Source: an optimization exercise on an open RTL-to-GDS flow (aim: small area). Production flows keep margins and buffers that such runs may drop. The clock port is modelled as an ideal driver, which makes a skipped or thinned clock tree look cheaper than it is; a real chip needs a root buffer or a tree. Power is estimated from default activity; no workload was simulated.

==> job 7414 <==
==> flow/design.v (excerpt) <==
module mac_row (
    clk, reset, execute, load, a_select,
    nzero_weights_flat, w_indexes_flat,
    in_activation_flat, in_psum_flat, act_index_flat,
    final_psum_flat, load_out
);
clock: 8.0 ns
lec_check: 0
cap_margin: 20
core_margin: 2
core_utilization: 70
slew_margin: 20
synth_hierarchical: 1
standard.sh (not shown) runs the stock make flow with config.mk's settings and CLKGATE_MAP_FILE= SYNTH_SCRIPT=/design/flow/synth_recipe.tcl, a recipe that flattens the netlist after the stock synthesis.
==> flow/flow/run.sh <==
#!/bin/bash
# Layout flow: the standard ORFS flow (standard.sh) with two changes:
#  - port buffers use the smallest buffer cell (buffer_ports -buffer_cell)
#  - the clock tree is built by flow/cts_tree.tcl instead of TritonCTS
set -euo pipefail
cd "$(dirname "$0")/.."
export BUFFER_PORTS_ARGS="-buffer_cell sky130_fd_sc_hd__buf_1"
export PRE_CTS_TCL="$PWD/flow/cts_tree.tcl"
export CLK_LEAVES=${CLK_LEAVES:-7}
export CLK_BUF=${CLK_BUF:-sky130_fd_sc_hd__clkbuf_8}
export CLK_ROOT_BUF=${CLK_ROOT_BUF:-sky130_fd_sc_hd__clkbuf_4}
bash standard.sh > standard.log 2>&1
Other scripts of this flow, unchanged in this note and not shown: flow/flow/cts_tree.tcl
==> job 6079 (differences from job 7414) <==
--- a/flow/design.v
+++ b/flow/design.v
@@ -42,10 +42,62 @@
     mac_ha r2 (.a(s2b), .b(k2), .s(p[2]), .co(k3));
     mac_fa r3 (.a(s3b), .b(c2b), .c(k3), .s(p[3]), .co(k4));
     mac_fa r4 (.a(s4b), .b(c3b), .c(k4), .s(p[4]), .co(k5));
     mac_fa r5 (.a(s5b), .b(c4b), .c(k5), .s(p[5]), .co(k6));
     mac_fa r6 (.a(pp3[3]), .b(c5b), .c(k6), .s(p[6]), .co(p[7]));
+endmodule
+module mac_x3 (a, t);
+    input [3:0] a;
+    output [5:0] t;
+    wire k2, k3, k4;
+    assign t[0] = a[0];
+    mac_ha h1 (.a(a[1]), .b(a[0]), .s(t[1]), .co(k2));
+    mac_fa f2 (.a(a[2]), .b(a[1]), .c(k2), .s(t[2]), .co(k3));
+    mac_fa f3 (.a(a[3]), .b(a[2]), .c(k3), .s(t[3]), .co(k4));
+    mac_ha h4 (.a(a[3]), .b(k4), .s(t[4]), .co(t[5]));
+endmodule
+module mac_dig (a, t, d, y);
+    input [3:0] a;
+    input [5:0] t;
+    input [1:0] d;
+    output [5:0] y;
+    wire one, two, thr;
+    mac_dsel s (.d(d), .one(one), .two(two), .thr(thr));
+    assign y[0] = d[0] & a[0];
+    mac_ao3 b1 (.a(one), .b(a[1]), .c(two), .d(a[0]), .e(thr), .f(t[1]), .y(y[1]));
+    mac_ao3 b2 (.a(one), .b(a[2]), .c(two), .d(a[1]), .e(thr), .f(t[2]), .y(y[2]));
+    mac_ao3 b3 (.a(one), .b(a[3]), .c(two), .d(a[2]), .e(thr), .f(t[3]), .y(y[3]));
+    assign y[4] = (two & a[3]) | (thr & t[4]);
+    assign y[5] = thr & t[5];
+endmodule
+module mac_dsel (d, one, two, thr);
+    input [1:0] d;
+    output one, two, thr;
+    assign one = d[0] & ~d[1];
+    assign two = d[1] & ~d[0];
+    assign thr = d[1] & d[0];
+endmodule
+module mac_ao3 (a, b, c, d, e, f, y);
+    input a, b, c, d, e, f;
+    output y;
+    assign y = (a & b) | (c & d) | (e & f);
+endmodule
+module mac_mul4r (a, t, b, p);
+    input [3:0] a, b;
+    input [5:0] t;
+    output [7:0] p;
+    wire [5:0] d0, d1;
+    mac_dig g0 (.a(a), .t(t), .d(b[1:0]), .y(d0));
+    mac_dig g1 (.a(a), .t(t), .d(b[3:2]), .y(d1));
+    wire k3, k4, k5, k6, k7;
+    assign p[1:0] = d0[1:0];
+    mac_ha r2 (.a(d0[2]), .b(d1[0]), .s(p[2]), .co(k3));
+    mac_fa r3 (.a(d0[3]), .b(d1[1]), .c(k3), .s(p[3]), .co(k4));
+    mac_fa r4 (.a(d0[4]), .b(d1[2]), .c(k4), .s(p[4]), .co(k5));
+    mac_fa r5 (.a(d0[5]), .b(d1[3]), .c(k5), .s(p[5]), .co(k6));
+    mac_ha r6 (.a(d1[4]), .b(k6), .s(p[6]), .co(k7));
+    assign p[7] = d1[5] ^ k7;
 endmodule
 module mac_row (
     clk, reset, execute, load, a_select,
     nzero_weights_flat, w_indexes_flat,
     in_activation_flat, in_psum_flat, act_index_flat,
@@ -95,12 +147,14 @@
         c2_0 <= c1_0;
         c2_1 <= c1_1;
     end
     assign load_out = load_q;
     wire [7:0] p0, p1;
-    mac_mul4 m0 (.a(a2), .b(w2_0), .p(p0));
-    mac_mul4 m1 (.a(a2), .b(w2_1), .p(p1));
+    wire [5:0] a2x3;
+    mac_x3 x3 (.a(a2), .t(a2x3));
+    mac_mul4r m0 (.a(a2), .t(a2x3), .b(w2_0), .p(p0));
+    mac_mul4r m1 (.a(a2), .t(a2x3), .b(w2_1), .p(p1));
     wire eq = (c2_0 == c2_1);
     wire [7:0] p1e = p1 & {8{eq}};
     wire [8:0] q0;
     wire [8:0] qk;
     assign q0[0] = p0[0] ^ p1e[0];
@@ -132,13 +186,18 @@
     generate
         for (j = 1; j < 9; j = j + 1) begin : ADD0
             mac_fa u (.a(psum0[j]), .b(ad0[j]), .c(cy0[j]), .s(sum0[j]), .co(cy0[j+1]));
         end
     endgenerate
+    assign cy0[15] = cy0[9] & (&psum0[14:9]);
     generate
         for (j = 9; j < 19; j = j + 1) begin : INC0
-            mac_ha u (.a(psum0[j]), .b(cy0[j]), .s(sum0[j]), .co(cy0[j+1]));
+            if (j != 14) begin : h
+                mac_ha u (.a(psum0[j]), .b(cy0[j]), .s(sum0[j]), .co(cy0[j+1]));
+            end else begin : x
+                assign sum0[j] = psum0[j] ^ cy0[j];
+            end
         end
     endgenerate
     assign sum0[19] = psum0[19] ^ cy0[19];
     wire [19:0] nx0;
     generate
@@ -163,13 +222,18 @@
     generate
         for (j = 1; j < 9; j = j + 1) begin : ADD1
             mac_fa u (.a(psum1[j]), .b(ad1[j]), .c(cy1[j]), .s(sum1[j]), .co(cy1[j+1]));
         end
     endgenerate
+    assign cy1[15] = cy1[9] & (&psum1[14:9]);
     generate
         for (j = 9; j < 19; j = j + 1) begin : INC1
-            mac_ha u (.a(psum1[j]), .b(cy1[j]), .s(sum1[j]), .co(cy1[j+1]));
+            if (j != 14) begin : h
+                mac_ha u (.a(psum1[j]), .b(cy1[j]), .s(sum1[j]), .co(cy1[j+1]));
+            end else begin : x
+                assign sum1[j] = psum1[j] ^ cy1[j];
+            end
         end
     endgenerate
     assign sum1[19] = psum1[19] ^ cy1[19];
     wire [19:0] nx1;
     generate
@@ -194,13 +258,18 @@
     generate
         for (j = 1; j < 9; j = j + 1) begin : ADD2
             mac_fa u (.a(psum2[j]), .b(ad2[j]), .c(cy2[j]), .s(sum2[j]), .co(cy2[j+1]));
         end
     endgenerate
+    assign cy2[15] = cy2[9] & (&psum2[14:9]);
     generate
         for (j = 9; j < 19; j = j + 1) begin : INC2
-            mac_ha u (.a(psum2[j]), .b(cy2[j]), .s(sum2[j]), .co(cy2[j+1]));
+            if (j != 14) begin : h
+                mac_ha u (.a(psum2[j]), .b(cy2[j]), .s(sum2[j]), .co(cy2[j+1]));
+            end else begin : x
+                assign sum2[j] = psum2[j] ^ cy2[j];
+            end
         end
     endgenerate
     assign sum2[19] = psum2[19] ^ cy2[19];
     wire [19:0] nx2;
     generate
@@ -225,13 +294,18 @@
     generate
         for (j = 1; j < 9; j = j + 1) begin : ADD3
             mac_fa u (.a(psum3[j]), .b(ad3[j]), .c(cy3[j]), .s(sum3[j]), .co(cy3[j+1]));
         end
     endgenerate
+    assign cy3[15] = cy3[9] & (&psum3[14:9]);
     generate
         for (j = 9; j < 19; j = j + 1) begin : INC3
-            mac_ha u (.a(psum3[j]), .b(cy3[j]), .s(sum3[j]), .co(cy3[j+1]));
+            if (j != 14) begin : h
+                mac_ha u (.a(psum3[j]), .b(cy3[j]), .s(sum3[j]), .co(cy3[j+1]));
+            end else begin : x
+                assign sum3[j] = psum3[j] ^ cy3[j];
+            end
         end
     endgenerate
     assign sum3[19] = psum3[19] ^ cy3[19];
     wire [19:0] nx3;
     generate
SETUP_SLACK_MARGIN = 0.3   (was unset)
==> job 947 (differences from job 7414) <==
--- a/flow/design.v
+++ b/flow/design.v
@@ -8,15 +8,25 @@
     input a, b;
     output s, co;
     assign s = a ^ b;
     assign co = a & b;
 endmodule
-module mac_pick (s, d, h, q, y);
+module mac_dec (i, o);
+    input [1:0] i;
+    output [3:0] o;
+    assign o = {i == 2'd3, i == 2'd2, i == 2'd1, i == 2'd0};
+endmodule
+module mac_ctl (e, l, r, ldv, adv);
+    input e, l, r;
+    output ldv, adv;
+    assign ldv = e & l & ~r;
+    assign adv = ~(e & l) & ~r;
+endmodule
+module mac_pick (s, d, y);
     input [3:0] s, d;
-    input h, q;
     output y;
-    assign y = |(s & d) | (h & q);
+    assign y = |(s & d);
 endmodule
 module mac_sel (ld, ad, d, s, q);
     input ld, ad, d, s;
     output q;
     assign q = (ld & d) | (ad & s);
@@ -63,39 +73,42 @@
     reg [3:0] a1, a2, w1_0, w1_1, w2_0, w2_1;
     reg [1:0] c1_0, c1_1, c2_0, c2_1;
     reg [19:0] psum0, psum1, psum2, psum3;
     wire [1:0] idx = a_select ? act_index_flat[3:2] : act_index_flat[1:0];
     wire [3:0] act = a_select ? in_activation_flat[7:4] : in_activation_flat[3:0];
-    wire [3:0] oh = {4{execute}} & {idx == 2'd3, idx == 2'd2, idx == 2'd1, idx == 2'd0};
-    wire hold = ~execute;
+    wire [3:0] oh, oh1;
+    mac_dec d0 (.i(idx), .o(oh));
+    mac_dec d1 (.i(idx), .o(oh1));
     wire [3:0] sw0, sw1;
     wire [1:0] sc0, sc1;
     genvar b;
     generate
         for (b = 0; b < 4; b = b + 1) begin : PW
-            mac_pick u0 (.s(oh), .d({nzero_weights_flat[12+b], nzero_weights_flat[8+b], nzero_weights_flat[4+b], nzero_weights_flat[b]}), .h(hold), .q(w1_0[b]), .y(sw0[b]));
-            mac_pick u1 (.s(oh), .d({nzero_weights_flat[28+b], nzero_weights_flat[24+b], nzero_weights_flat[20+b], nzero_weights_flat[16+b]}), .h(hold), .q(w1_1[b]), .y(sw1[b]));
+            mac_pick u0 (.s(oh), .d({nzero_weights_flat[12+b], nzero_weights_flat[8+b], nzero_weights_flat[4+b], nzero_weights_flat[b]}), .y(sw0[b]));
+            mac_pick u1 (.s(oh1), .d({nzero_weights_flat[28+b], nzero_weights_flat[24+b], nzero_weights_flat[20+b], nzero_weights_flat[16+b]}), .y(sw1[b]));
         end
         for (b = 0; b < 2; b = b + 1) begin : PC
-            mac_pick u0 (.s(oh), .d({w_indexes_flat[6+b], w_indexes_flat[4+b], w_indexes_flat[2+b], w_indexes_flat[b]}), .h(hold), .q(c1_0[b]), .y(sc0[b]));
-            mac_pick u1 (.s(oh), .d({w_indexes_flat[14+b], w_indexes_flat[12+b], w_indexes_flat[10+b], w_indexes_flat[8+b]}), .h(hold), .q(c1_1[b]), .y(sc1[b]));
+            mac_pick u0 (.s(oh), .d({w_indexes_flat[6+b], w_indexes_flat[4+b], w_indexes_flat[2+b], w_indexes_flat[b]}), .y(sc0[b]));
+            mac_pick u1 (.s(oh1), .d({w_indexes_flat[14+b], w_indexes_flat[12+b], w_indexes_flat[10+b], w_indexes_flat[8+b]}), .y(sc1[b]));
         end
     endgenerate
     always @(posedge clk) begin
         execute_q <= execute;
         load_q <= load;
-        if (reset) a1 <= 4'd0;
-        else if (execute) a1 <= act;
+        a1 <= reset ? 4'd0 : act;
         w1_0 <= sw0;
         w1_1 <= sw1;
         c1_0 <= sc0;
         c1_1 <= sc1;
-        a2 <= reset ? 4'd0 : a1;
-        w2_0 <= w1_0;
-        w2_1 <= w1_1;
-        c2_0 <= c1_0;
-        c2_1 <= c1_1;
+        if (reset) a2 <= 4'd0;
+        else if (execute_q) a2 <= a1;
+        if (execute_q) begin
+            w2_0 <= w1_0;
+            w2_1 <= w1_1;
+            c2_0 <= c1_0;
+            c2_1 <= c1_1;
+        end
     end
     assign load_out = load_q;
     wire [7:0] p0, p1;
     mac_mul4 m0 (.a(a2), .b(w2_0), .p(p0));
     mac_mul4 m1 (.a(a2), .b(w2_1), .p(p1));
@@ -110,13 +123,10 @@
         for (j = 1; j < 8; j = j + 1) begin : Q0
             mac_fa u (.a(p0[j]), .b(p1e[j]), .c(qk[j]), .s(q0[j]), .co(qk[j+1]));
         end
     endgenerate
     assign q0[8] = qk[8];
-    wire ld = execute_q & load_q;
-    wire ldv = ld & ~reset;           
-    wire adv = ~ld & ~reset;          
     wire e0 = execute_q;
     wire e1 = execute_q & ~eq;
     wire g0_0 = e0 & (c2_0 == 2'd0);
     wire g1_0 = e1 & (c2_1 == 2'd0);
     wire [8:0] ad0;
@@ -132,20 +142,27 @@
     generate
         for (j = 1; j < 9; j = j + 1) begin : ADD0
             mac_fa u (.a(psum0[j]), .b(ad0[j]), .c(cy0[j]), .s(sum0[j]), .co(cy0[j+1]));
         end
     endgenerate
+    assign cy0[15] = cy0[9] & (&psum0[14:9]);
     generate
         for (j = 9; j < 19; j = j + 1) begin : INC0
-            mac_ha u (.a(psum0[j]), .b(cy0[j]), .s(sum0[j]), .co(cy0[j+1]));
+            if (j != 14) begin : h
+                mac_ha u (.a(psum0[j]), .b(cy0[j]), .s(sum0[j]), .co(cy0[j+1]));
+            end else begin : x
+                assign sum0[j] = psum0[j] ^ cy0[j];
+            end
         end
     endgenerate
     assign sum0[19] = psum0[19] ^ cy0[19];
+    wire ldv_0, adv_0;
+    mac_ctl k0 (.e(execute_q), .l(load_q), .r(reset), .ldv(ldv_0), .adv(adv_0));
     wire [19:0] nx0;
     generate
         for (j = 0; j < 20; j = j + 1) begin : SEL0
-            mac_sel u (.ld(ldv), .ad(adv), .d(in_psum_flat[20*0 + j]), .s(sum0[j]), .q(nx0[j]));
+            mac_sel u (.ld(ldv_0), .ad(adv_0), .d(in_psum_flat[20*0 + j]), .s(sum0[j]), .q(nx0[j]));
         end
     endgenerate
     always @(posedge clk) psum0 <= nx0;
     assign final_psum_flat[20*0 +: 20] = psum0;
     wire g0_1 = e0 & (c2_0 == 2'd1);
@@ -163,20 +180,27 @@
     generate
         for (j = 1; j < 9; j = j + 1) begin : ADD1
             mac_fa u (.a(psum1[j]), .b(ad1[j]), .c(cy1[j]), .s(sum1[j]), .co(cy1[j+1]));
         end
     endgenerate
+    assign cy1[15] = cy1[9] & (&psum1[14:9]);
     generate
         for (j = 9; j < 19; j = j + 1) begin : INC1
-            mac_ha u (.a(psum1[j]), .b(cy1[j]), .s(sum1[j]), .co(cy1[j+1]));
+            if (j != 14) begin : h
+                mac_ha u (.a(psum1[j]), .b(cy1[j]), .s(sum1[j]), .co(cy1[j+1]));
+            end else begin : x
+                assign sum1[j] = psum1[j] ^ cy1[j];
+            end
         end
     endgenerate
     assign sum1[19] = psum1[19] ^ cy1[19];
+    wire ldv_1, adv_1;
+    mac_ctl k1 (.e(execute_q), .l(load_q), .r(reset), .ldv(ldv_1), .adv(adv_1));
     wire [19:0] nx1;
     generate
         for (j = 0; j < 20; j = j + 1) begin : SEL1
-            mac_sel u (.ld(ldv), .ad(adv), .d(in_psum_flat[20*1 + j]), .s(sum1[j]), .q(nx1[j]));
+            mac_sel u (.ld(ldv_1), .ad(adv_1), .d(in_psum_flat[20*1 + j]), .s(sum1[j]), .q(nx1[j]));
         end
     endgenerate
     always @(posedge clk) psum1 <= nx1;
     assign final_psum_flat[20*1 +: 20] = psum1;
     wire g0_2 = e0 & (c2_0 == 2'd2);
@@ -194,20 +218,27 @@
     generate
         for (j = 1; j < 9; j = j + 1) begin : ADD2
             mac_fa u (.a(psum2[j]), .b(ad2[j]), .c(cy2[j]), .s(sum2[j]), .co(cy2[j+1]));
         end
     endgenerate
+    assign cy2[15] = cy2[9] & (&psum2[14:9]);
     generate
         for (j = 9; j < 19; j = j + 1) begin : INC2
-            mac_ha u (.a(psum2[j]), .b(cy2[j]), .s(sum2[j]), .co(cy2[j+1]));
+            if (j != 14) begin : h
+                mac_ha u (.a(psum2[j]), .b(cy2[j]), .s(sum2[j]), .co(cy2[j+1]));
+            end else begin : x
+                assign sum2[j] = psum2[j] ^ cy2[j];
+            end
         end
     endgenerate
     assign sum2[19] = psum2[19] ^ cy2[19];
+    wire ldv_2, adv_2;
+    mac_ctl k2 (.e(execute_q), .l(load_q), .r(reset), .ldv(ldv_2), .adv(adv_2));
     wire [19:0] nx2;
     generate
         for (j = 0; j < 20; j = j + 1) begin : SEL2
-            mac_sel u (.ld(ldv), .ad(adv), .d(in_psum_flat[20*2 + j]), .s(sum2[j]), .q(nx2[j]));
+            mac_sel u (.ld(ldv_2), .ad(adv_2), .d(in_psum_flat[20*2 + j]), .s(sum2[j]), .q(nx2[j]));
         end
     endgenerate
     always @(posedge clk) psum2 <= nx2;
     assign final_psum_flat[20*2 +: 20] = psum2;
     wire g0_3 = e0 & (c2_0 == 2'd3);
@@ -225,20 +256,27 @@
     generate
         for (j = 1; j < 9; j = j + 1) begin : ADD3
             mac_fa u (.a(psum3[j]), .b(ad3[j]), .c(cy3[j]), .s(sum3[j]), .co(cy3[j+1]));
         end
     endgenerate
+    assign cy3[15] = cy3[9] & (&psum3[14:9]);
     generate
         for (j = 9; j < 19; j = j + 1) begin : INC3
-            mac_ha u (.a(psum3[j]), .b(cy3[j]), .s(sum3[j]), .co(cy3[j+1]));
+            if (j != 14) begin : h
+                mac_ha u (.a(psum3[j]), .b(cy3[j]), .s(sum3[j]), .co(cy3[j+1]));
+            end else begin : x
+                assign sum3[j] = psum3[j] ^ cy3[j];
+            end
         end
     endgenerate
     assign sum3[19] = psum3[19] ^ cy3[19];
+    wire ldv_3, adv_3;
+    mac_ctl k3 (.e(execute_q), .l(load_q), .r(reset), .ldv(ldv_3), .adv(adv_3));
     wire [19:0] nx3;
     generate
         for (j = 0; j < 20; j = j + 1) begin : SEL3
-            mac_sel u (.ld(ldv), .ad(adv), .d(in_psum_flat[20*3 + j]), .s(sum3[j]), .q(nx3[j]));
+            mac_sel u (.ld(ldv_3), .ad(adv_3), .d(in_psum_flat[20*3 + j]), .s(sum3[j]), .q(nx3[j]));
         end
     endgenerate
     always @(posedge clk) psum3 <= nx3;
     assign final_psum_flat[20*3 +: 20] = psum3;
 endmodule
==> summary.txt <==
- Of job 947 and job 6079, job 6079 has the higher global-route usage (gap 1.7 points).
- The lowest utilization belongs to job 947, the highest to job 7414.
- Register-to-register slack: job 6079 is higher than job 7414 (0.16 ns).
- Sequential share of layout area, highest first: job 947, job 6079, job 7414.
- Total power: job 947 < job 7414 < job 6079.
- Job 6079 finished with timing, DRC and antenna clean. Job 7414 completed without violations. Job 947 completed without violations.
- Cell count: job 947 > job 6079 > job 7414.
- Between job 7414 and job 947, the lower combinational power is in job 947 (gap about 4%, measured against job 947).
- Sequential power is about the same in job 6079 and job 7414.
Function was not checked in any run of this note: the RTL went through the layout flow alone. In every run of this note, the design's own scripts or RTL, not TritonCTS, make the clock network.

-- port drivers added, routing unchanged --
Ports are ideal in the flow. The routed layouts listed here were re-timed in OpenROAD.
Step 1 assumes that a clkbuf_16 drives the clock port and a buf_2 every other input.
Step 2 also shifts input and output timing later by t, the mid clock arrival at the registers, as if the neighbouring blocks saw the same clock.
Slacks: ideal / step 1 / step 2; pairs: ideal / step 1.
run | t (ns) | setup WS [ns] | worst register clock-pin slew, ns
job 7414 | 0.500 | 0.297 / 0.297 / 0.297 | 0.11 / 0.11
job 6079 | 0.496 | 0.457 / 0.457 / 0.457 | 0.10 / 0.10
job 947 | 0.487 | 0.913 / 0.913 / 0.913 | 0.11 / 0.11
After both steps every run listed still meets setup and hold.
